From an optimization exercise on the open Yosys and OpenROAD flow, aimed at small area; shortcuts taken in it are not production practice. In this exercise RTL edits were held to simulation tests only and were not proved equivalent to the original. Power and IR drop assume default switching activity.

build 16:
Design cpu, start of the top module:
module cpu (
  input  wire        CLK,
  input  wire        PAUSE,
  input  wire        RST,
  input  wire        STEP,
  input  wire [15:0] insn,
  input  wire [15:0] mem_rdata,
  output wire [3:0]  cpuout_regfile_ra,
  output wire [15:0] cpuout_regfile_rd,
  output wire [7:0]  cpuout_PC,
  output reg  [15:0] cpuout_IF_insn,
  output reg  [15:0] cpuout_ID_insn,
  output reg  [15:0] cpuout_EX_insn,
  output reg  [15:0] cpuout_MEM_insn,
  output reg  [15:0] cpuout_WB_insn,
  output wire        cpuout_memupdate,
  output wire [7:0]  cpuout_memaddr,
  output wire [15:0] cpuout_memdata
  );
Settings: LEC_CHECK=0, CAP_MARGIN=5, CORE_AREA=5 5 175 175, DIE_AREA=0 0 180 180, PLACE_DENSITY=0.75, SLEW_MARGIN=5; clock period 9.0 ns.
standard.sh (not shown) runs the stock make flow with config.mk's settings and CLKGATE_MAP_FILE= SYNTH_SCRIPT=/design/flow/synth_recipe.tcl, a recipe that flattens the netlist after the stock synthesis.
==> flow/flow/run.sh <==
#!/bin/bash
# Own layout flow: the standard flow (standard.sh) with
#  - an area-oriented ABC script in synthesis (flow/synth.tcl, flow/abc.script),
#  - the smallest buffer on the ports,
#  - a clock tree of small buffers, without dummy loads (CTS_ARGS).
# make's full output goes to flow.log in the work folder; ORFS keeps each
# step's own log under orfs/logs.
set -euo pipefail
W=$(pwd)
export AREA_ABC_SCRIPT=$W/flow/abc.script
export FLOW_SYNTH_TCL=$W/synth_recipe.tcl
export BUFFER_PORTS_ARGS="-buffer_cell sky130_fd_sc_hd__buf_1"
export CTS_ARGS="-sink_clustering_enable -repair_clock_nets -dont_use_dummy_load -buf_list sky130_fd_sc_hd__clkbuf_4 -sink_clustering_size 10 -sink_clustering_max_diameter 40"
sed "s#SYNTH_SCRIPT=[^ ]*#SYNTH_SCRIPT=$W/flow/synth.tcl#" standard.sh > own_standard.sh
grep -q "SYNTH_SCRIPT=$W/flow/synth.tcl" own_standard.sh
bash own_standard.sh finish > $W/flow.log 2>&1
==> flow/flow/abc.script <==
strash
&get -n
&fraig -x
&put
scorr
dc2
strash
&get -n
&dch -f
&nf -R 1000
&put
topo
==> flow/flow/synth.tcl <==
# The standard flow's synthesis (synth_recipe.tcl), with the final ABC mapping run on an
# area-oriented script instead of ORFS's delay-oriented one.
proc abc {args} {
  set i [lsearch -exact $args -script]
  if {$i >= 0} { lset args [expr {$i + 1}] $::env(AREA_ABC_SCRIPT) }
  yosys abc {*}$args
}
source $::env(FLOW_SYNTH_TCL)
Relative to build 16, the following input files were edited for build 13:
- PLACE_DENSITY: 0.75 -> 0.6
- CAP_MARGIN: 5 -> 20
- CORE_AREA: 5 5 175 175 -> 5 5 225 225
- SLEW_MARGIN: 5 -> 20
- DIE_AREA: 0 0 180 180 -> 0 0 230 230
Findings:
Build 13 does worse than build 16 on area enclosed by the die boundary.
Build 13 reports a higher minimum clock period than build 16 does.
Delta (build 13 minus build 16): relative area change from synthesis to final layout now larger, global-route wire length before repair now larger.
On build 13: final HPWL from detailed placement is 9.0% higher than what build 16 gave.
Total power (build 13 over build 16): increase, about 1.5%
Compared with build 16, in build 13 sequential share of cell area now smaller, number of standard-cell rows in the floorplan now larger, xor and xnor area share after synthesis comparable, clock-buffer cell count now larger.
[inputs] build 95 vs build 13
- CAP_MARGIN: 20 -> 5
- CORE_AREA: 5 5 225 225 -> 5 5 185 185
- DIE_AREA: 0 0 230 230 -> 0 0 190 190
- PLACE_DENSITY: 0.6 -> 0.7
- SLEW_MARGIN: 20 -> 5
==> comparison <==
Sequential cell count essentially unchanged between build 95 and build 13. What build 95 reported for number of well-tap cells placed has to be multiplied by 1.4 to get the figure for build 13. Build 13 → build 95: sequential share of layout area climbed 1.0 points, global-route wire length before repair dropped 6.2%. Of build 13 and build 95, build 13 shows the higher overall power consumption, with build 95 below it. The cell-internal power number comes out higher for build 13 vs build 95.
## Diff of input files: build 82 against build 95
- putting GPL_TIMING_DRIVEN at 0 where nothing was set
Findings:
Across build 82 and build 95, none had a timing, DRC or antenna violation.
Across both runs, maximum number of pins on one net before global-route repair was lower for build 82 than for build 95.
Endpoint required time on the critical path: build 82 > build 95
The area of placed instances of build 82 is higher than that of build 95.

==> port drivers added, routing unchanged <==
How much do the figures lean on ideal ports? The routed layouts below were timed once more, with nothing changed but the port constraints.
Step 1 (the two cells are an assumption about what drives the block):
set clk [get_ports {CLK}]
set_driving_cell -lib_cell sky130_fd_sc_hd__clkbuf_16 $clk
set_driving_cell -lib_cell sky130_fd_sc_hd__buf_2 [delete_from_list [all_inputs] $clk]
Step 2 also shifts input and output timing later by t, the mid clock arrival at the registers, as if the neighbouring blocks saw the same clock.
Three values: ideal ports, drivers, drivers and shift; two values: the first two.
| run | t (ns) | setup slack, ns | worst slew at a driven data input, ns |
|---|---|---|---|
| build 16 | 0.746 | 1.589 / 1.539 / 1.736 | 0.05 |
| build 13 | 0.836 | 1.521 / 1.469 / 1.905 | 0.05 |
| build 95 | 0.764 | 1.689 / 1.639 / 1.873 | 0.04 |
| build 82 | 0.796 | 1.380 / 1.380 / 1.380 | 0.05 |
After both steps every run listed still meets setup and hold.
